This design comes from an exercise in tuning for small area on the open sky130 flow, not from production work.
Only simulation tests tie the RTL to the original design; equivalence was not proved.
No activity file was given, so power comes from the tool's default toggle rates.

wip/xenon:
==> flow/design.v (excerpt) <==
module fpu(
    input  logic [31:0] op_A_in,
    input  logic [31:0] op_B_in,
    input  logic clock100KHz,
    input  logic reset,
    output logic [31:0] data_out,
    output logic [3:0]  status_out
);
    function automatic logic [6:0] add6(input logic [5:0] a, input logic [5:0] b, input logic ci);
        logic [6:0] s;
        logic       c;
        c = ci;
        for (int n = 0; n < 6; n++) begin
            s[n] = a[n] ^ b[n] ^ c;
            c    = (a[n] & b[n]) | (c & (a[n] ^ b[n]));
        end
        s[6] = c;
        add6 = s;
    endfunction
    function automatic logic [4:0] inc26(input logic [4:0] a);
        inc26 = (a == 5'd25) ? 5'd0 : a + 5'd1;
    endfunction
    logic        sA, sB;
    logic [5:0]  eA, eB;
    logic [31:0] mA, mB;
    assign sA = op_A_in[31];
    assign eA = op_A_in[30:25];
    assign mA = {6'd0, eA != 6'd0, op_A_in[24:0]};
    assign sB = op_B_in[31];
    assign eB = op_B_in[30:25];
    assign mB = {6'd0, eB != 6'd0, op_B_in[24:0]};
    logic [6:0] x;
    logic       bt, big;
    logic [5:0] y;
    assign x   = add6(eB, ~eA, 1'b0);
    assign bt  = x[6];
    assign y   = bt ? x[5:0] : ~x[5:0];
    assign big = y[5] | (y[4] & y[3] & (y[2] | y[1] | (y[0] & bt)));
    logic bl;
    always_ff @(posedge clock100KHz)
        bl <= bt;
    logic [5:0] eL;
    assign eL = bl ? eB : eA;
    logic sub;
    assign sub = sA ^ sB;
    logic [4:0] i;
    always_ff @(posedge clock100KHz or negedge reset)
        if (!reset) i <= 5'd0;
        else        i <= inc26(i);
    logic first, last;
    assign first = (i == 5'd0);
    assign last  = (i == 5'd25);
    logic [4:0] j;
    logic       jw, wrap;
    always_ff @(posedge clock100KHz) begin
        if ((bt && i == 5'd24) || (!bt && last)) j <= big ? 5'd0 : y[4:0];
        else                                     j <= inc26(j);
        jw <= ~last & (jw | (j == 5'd25));
    end
  ...
For scale: ~420 cells after synthesis, roughly 66 flip-flops, ~0.0038 mm^2 of cells after synthesis.
Settings: LEC_CHECK=0, ABC_AREA=1, CAP_MARGIN=20, CORE_MARGIN=2, CORE_UTILIZATION=40, SLEW_MARGIN=20; clock period 10.0 ns.
standard.sh (not shown) runs the stock make flow with config.mk's settings and CLKGATE_MAP_FILE= SYNTH_SCRIPT=/design/flow/synth_recipe.tcl, a recipe that flattens the netlist after the stock synthesis.
==> flow/flow/run.sh <==
#!/bin/bash
set -euo pipefail
rm -rf scripts
cp -r "$FLOW_HOME/scripts" scripts
cp flow/abc_area.script scripts/abc_area.script
export SCRIPTS_DIR="$PWD/scripts"
export BUFFER_PORTS_ARGS="-buffer_cell sky130_fd_sc_hd__buf_1"
export CTS_ARGS="-sink_clustering_enable -repair_clock_nets -buf_list {sky130_fd_sc_hd__clkbuf_4 sky130_fd_sc_hd__clkbuf_8} -dont_use_dummy_load"
bash standard.sh > standard.log 2>&1
==> flow/flow/abc_area.script <==
strash; dc2; dch -f; amap -m; topo
The following lists how wip/sierra was set up differently from wip/xenon:
==> flow/flow/run.sh <==
#!/bin/bash
# The standard layout (standard synthesis included, unchanged), except
# that the buffer placed on every input and output port is the smallest one,
# sky130_fd_sc_hd__buf_1, instead of the one the resizer picks by default.
set -euo pipefail
export BUFFER_PORTS_ARGS="-buffer_cell sky130_fd_sc_hd__buf_1"
bash standard.sh > standard.log 2>&1
removed: flow/flow/abc_area.script
==> run notes <==
Every run (wip/sierra and wip/xenon) finished clean. wip/xenon vs wip/sierra, master of the slowest instance on the critical path: o21ai_0 vs fa_1. On fraction of area in multi-input gates: between wip/sierra and wip/xenon, it ends up lower for wip/xenon. Taking wip/xenon as the reference, in wip/sierra wire length of the first global-routing pass went up, internal power consumption went up. Number of ordinary and repair buffers in the finished layout, wip/sierra and wip/xenon, higher one = wip/sierra. wip/sierra vs. wip/xenon: final setup slack of the worst path fell by 47 ps, area fraction of clock buffers and clock inverters now sits higher, die area now larger, cell area now sits higher.
Setup changes, wip/sierra to wip/zinc
==> flow/flow/run.sh <==
#!/bin/bash
set -euo pipefail
rm -rf scripts
cp -r "$FLOW_HOME/scripts" scripts
cp flow/abc_area.script scripts/abc_area.script
export SCRIPTS_DIR="$PWD/scripts"
export BUFFER_PORTS_ARGS="-buffer_cell sky130_fd_sc_hd__buf_1"
bash standard.sh > standard.log 2>&1
==> flow/flow/abc_area.script (new file) <==
strash; dc2; dch -f; amap -m; topo
--- outcome ---
wip/sierra vs wip/zinc, class of the most critical setup path: in2out vs in2reg
Summary of wip/zinc over wip/sierra: share of total power in sequential cells saw an increase; final critical-path required period saw a decrease; highest clock frequency the design can meet saw an increase.
STATUS core area: wip/zinc wins against wip/sierra
In wip/zinc relative to wip/sierra, post-layout instance area had gone down by more than 10%.

Setup of v44:
fpu, a different RTL version from the one above (not shown whole).
For scale: about 400 cells after synthesis, about 100 I/O pins, ~3600 sq um of cells after synthesis.
Design fpu, start of the top module:
module fpu(
    input  logic [31:0] op_A_in,
    input  logic [31:0] op_B_in,
    input  logic clock100KHz,
    input  logic reset,
    output logic [31:0] data_out,
    output logic [3:0]  status_out
);
    function automatic logic [6:0] add6(input logic [5:0] a, input logic [5:0] b, input logic ci);
        logic [6:0] s;
        logic       c;
        c = ci;
        for (int n = 0; n < 6; n++) begin
            s[n] = a[n] ^ b[n] ^ c;
            c    = (a[n] & b[n]) | (c & (a[n] ^ b[n]));
        end
        s[6] = c;
        add6 = s;
    endfunction
    function automatic logic [4:0] inc26(input logic [4:0] a);
        inc26 = (a[4] & a[3] & a[0]) ? 5'd0 : a + 5'd1;
    endfunction
    logic        sA, sB;
    logic [5:0]  eA, eB;
    logic [31:0] mA, mB;
    assign sA = op_A_in[31];
    assign eA = op_A_in[30:25];
    assign mA = {6'd0, eA != 6'd0, op_A_in[24:0]};
    assign sB = op_B_in[31];
    assign eB = op_B_in[30:25];
    assign mB = {6'd0, eB != 6'd0, op_B_in[24:0]};
    logic [6:0] x;
    logic       bt, big;
    logic [5:0] y;
    assign x   = add6(eB, ~eA, 1'b0);
    assign bt  = x[6];
    assign y   = bt ? x[5:0] : ~x[5:0];
    assign big = y[5] | (y[4] & y[3] & (y[2] | y[1] | (y[0] & bt)));
    logic bl;
    always_ff @(posedge clock100KHz)
        bl <= bt;
    logic [5:0] eL;
    assign eL = bl ? eB : eA;
    logic sub;
    assign sub = sA ^ sB;
    logic [4:0] i;
    always_ff @(posedge clock100KHz or negedge reset)
        if (!reset) i <= 5'd0;
        else        i <= inc26(i);
    logic first, last;
    assign first = (i == 5'd0);
    assign last  = i[4] & i[3] & i[0];    
    logic [4:0] j;
    logic       jw, wrap;
    always_ff @(posedge clock100KHz) begin
        if ((bt && i == 5'd24) || (!bt && last)) j <= big ? 5'd0 : y[4:0];
        else                                     j <= inc26(j);
        jw <= ~last & (jw | (j[4] & j[3] & j[0]));
    end
    assign wrap = jw | big;
    logic [4:0] iA, iB;
    logic       bA, bB, lb, sb, sbit, stk;
    assign iA = bl ? j : i;
    assign iB = bl ? i : j;
    assign bA = mA[iA];
    assign bB = mB[iB];
    assign lb = bl ? bB : bA;
    assign sb = bl ? bA : bB;
    assign sbit = sb & ~wrap;
    assign stk  = sb & wrap;
    logic cy, cin, s, cyn, t26;
    assign cin = first ? 1'b0 : cy;
    assign s   = lb ^ sbit ^ cin;
  ...
==> flow/config.mk <==
export PLATFORM = sky130hd
export DESIGN_NAME = fpu
export DESIGN_NICKNAME = fpu
export VERILOG_FILES = /design/flow/design.v
export SDC_FILE = /design/flow/constraint.sdc
export NUM_CORES = 4
export LEC_CHECK = 0
export ABC_AREA = 1
export CAP_MARGIN = 20
export CORE_MARGIN = 2
export CORE_UTILIZATION = 60
export SLEW_MARGIN = 20
==> flow/constraint.sdc <==
create_clock -name core_clock -period 10.0 [get_ports {clock100KHz}]
set_input_delay 2.0000 -clock core_clock [delete_from_list [all_inputs] [get_ports {clock100KHz}]]
set_output_delay 2.0000 -clock core_clock [all_outputs]
set_load 0.01 [all_outputs]
==> flow/flow/run.sh <==
#!/bin/bash
set -euo pipefail
rm -rf scripts
cp -r "$FLOW_HOME/scripts" scripts
cp flow/abc_area.script scripts/abc_area.script
export SCRIPTS_DIR="$PWD/scripts"
export BUFFER_PORTS_ARGS="-buffer_cell sky130_fd_sc_hd__buf_1"
export CTS_ARGS="-sink_clustering_enable -repair_clock_nets -buf_list sky130_fd_sc_hd__clkbuf_4 -root_buf sky130_fd_sc_hd__clkbuf_4 -sink_buffer_max_cap_derate 0.5 -dont_use_dummy_load"
bash standard.sh > standard.log 2>&1
==> flow/flow/abc_area.script <==
strash; dc2; dch -f; amap -m; topo
Edits applied to the flow inputs when going from v44 to v51:
==> flow/flow/run.sh <==
#!/bin/bash
set -euo pipefail
rm -rf scripts
cp -r "$FLOW_HOME/scripts" scripts
cp flow/abc_area.script scripts/abc_area.script
export SCRIPTS_DIR="$PWD/scripts"
export BUFFER_PORTS_ARGS="-buffer_cell sky130_fd_sc_hd__buf_1"
export CTS_ARGS="-sink_clustering_enable -repair_clock_nets -buf_list sky130_fd_sc_hd__clkbuf_4 -root_buf sky130_fd_sc_hd__clkbuf_4 -dont_use_dummy_load"
bash standard.sh > standard.log 2>&1
==> comparison <==
Number of distinct library cell variants in the gate-level netlist after synthesis came out exactly the same in v44 and v51. Taking v44 as the reference, in v51 simple logic cell fraction of the synthesized area did not really move, flip-flop and latch count did not really move. Compared with v44, in v51 clock share of power now sits at about the same level, worst max-slew margin expressed relative to the limit about even, first-iteration DRC count flat, wire length on met1 level.
Input-level comparison between v34 and v51:
Settings: CORE_UTILIZATION: 60 -> 80.
Results
Relative to v51, the die width of v34 is lower by 10 microns. Comparing v34 against v51, there is no change at all in mean cell area of the mapped netlist. Status: v34 FAILED at 3_3_place_gp (tool error). From v51 to v34, simple-gate portion of the synthesized area did not move at all. Diff v51 -> v34: overall die height decreased about 13%; share of synthesized cell area in full adder, half adder and majority cells barely changed; synthesized netlist net count has remained practically unchanged; area of the mapped netlist flat. Against v51, v34 reports a standard-cell row count that is lower.
## Diff of input files: v15 against v34
Settings: changing CORE_UTILIZATION from 80 to 60.
==> flow/flow/run.sh <==
#!/bin/bash
set -euo pipefail
rm -rf scripts
cp -r "$FLOW_HOME/scripts" scripts
cp flow/abc_area.script scripts/abc_area.script
export SCRIPTS_DIR="$PWD/scripts"
export BUFFER_PORTS_ARGS="-buffer_cell sky130_fd_sc_hd__buf_1"
export CTS_ARGS="-sink_clustering_enable -repair_clock_nets -buf_list sky130_fd_sc_hd__clkbuf_8 -root_buf sky130_fd_sc_hd__clkbuf_4 -dont_use_dummy_load"
bash standard.sh > standard.log 2>&1
## What came out
- Looking at the logs for v15 and v34, the single run that did not finish was v34.
- Flow for v34 halted at 3_3_place_gp, error code GPL-0301.
- From v34 to v15, total I/O pin count did not move at all.
- Per the comparison of v15 with v34, starting density of the core down 22 points, die width rose by about 15%, area after synthesis held steady, number of synthesized register bits flat.
- Changes observed in v15 relative to v34: post-synthesis async set-or-reset flop share barely changed, number of placement rows climbed 4, height of the die climbed 15%, share of the synthesized netlist area taken by xor and xnor gates barely changed.
Here is what was changed in the inputs of v48 compared with v15.
Settings: swapping 60 for 40 in CORE_UTILIZATION.
==> flow/flow/run.sh <==
#!/bin/bash
set -euo pipefail
rm -rf scripts
cp -r "$FLOW_HOME/scripts" scripts
cp flow/abc_area.script scripts/abc_area.script
export SCRIPTS_DIR="$PWD/scripts"
export BUFFER_PORTS_ARGS="-buffer_cell sky130_fd_sc_hd__buf_1"
export CTS_ARGS="-sink_clustering_enable -repair_clock_nets -buf_list sky130_fd_sc_hd__clkbuf_8 -root_buf sky130_fd_sc_hd__clkbuf_8 -dont_use_dummy_load"
bash standard.sh > standard.log 2>&1
## What came out
Higher sequential share of layout area goes to v15 over v48.
Between v48 and v15, initial standard-cell utilization of the core is higher for v15, v48 comes in under that.
Delta (v48 minus v15): worst setup slack picked up an extra 0.060 ns; total negative setup slack neither gained nor lost much; final routed wirelength across all metal layers lost about 1.8%.

==> re-timing with driven ports <==
In the flow no input, the clock included, has a driving cell. The finished layouts below were timed again as built, in two steps. Step 1 sets driving cells, clkbuf_16 on the clock port and buf_2 on the other inputs (assumed; they add their load-dependent delay and slew). Step 2 adds t to the input delays and takes it off the output delays; t is the mean of the earliest and latest rising clock arrival at the registers after step 1. Input paths then give back, and output paths get back, about the clock's delay inside the block. Three values: no drivers, after step 1, after step 2; two values: the first two.
| run | shift t [ns] | slack for setup (ns) | worst setup path at the end | clock arrival spread, ns |
|---|---|---|---|---|
| wip/xenon | 0.359 | 2.591 / 2.595 / 2.236 | input to register | 0.032 / 0.032 |
| wip/sierra | 0.361 | 2.545 / 2.521 / 2.521 | input to output | 0.010 / 0.010 |
| wip/zinc | 0.366 | 2.609 / 2.613 / 2.246 | input to register | 0.012 / 0.013 |
| v44 | 0.419 | 2.123 / 2.104 / 2.104 | input to output | 0.036 / 0.036 |
| v51 | 0.419 | 2.123 / 2.104 / 2.104 | input to output | 0.036 / 0.036 |
| v15 | 0.419 | 2.123 / 2.104 / 2.104 | input to output | 0.036 / 0.036 |
| v48 | 0.357 | 2.184 / 2.162 / 2.162 | input to output | 0.021 / 0.020 |
After both steps setup and hold are still met in every run listed. The setup slack of wip/zinc, which loses most, moves by +0.004 ns with the drivers and by -0.363 ns with both steps.
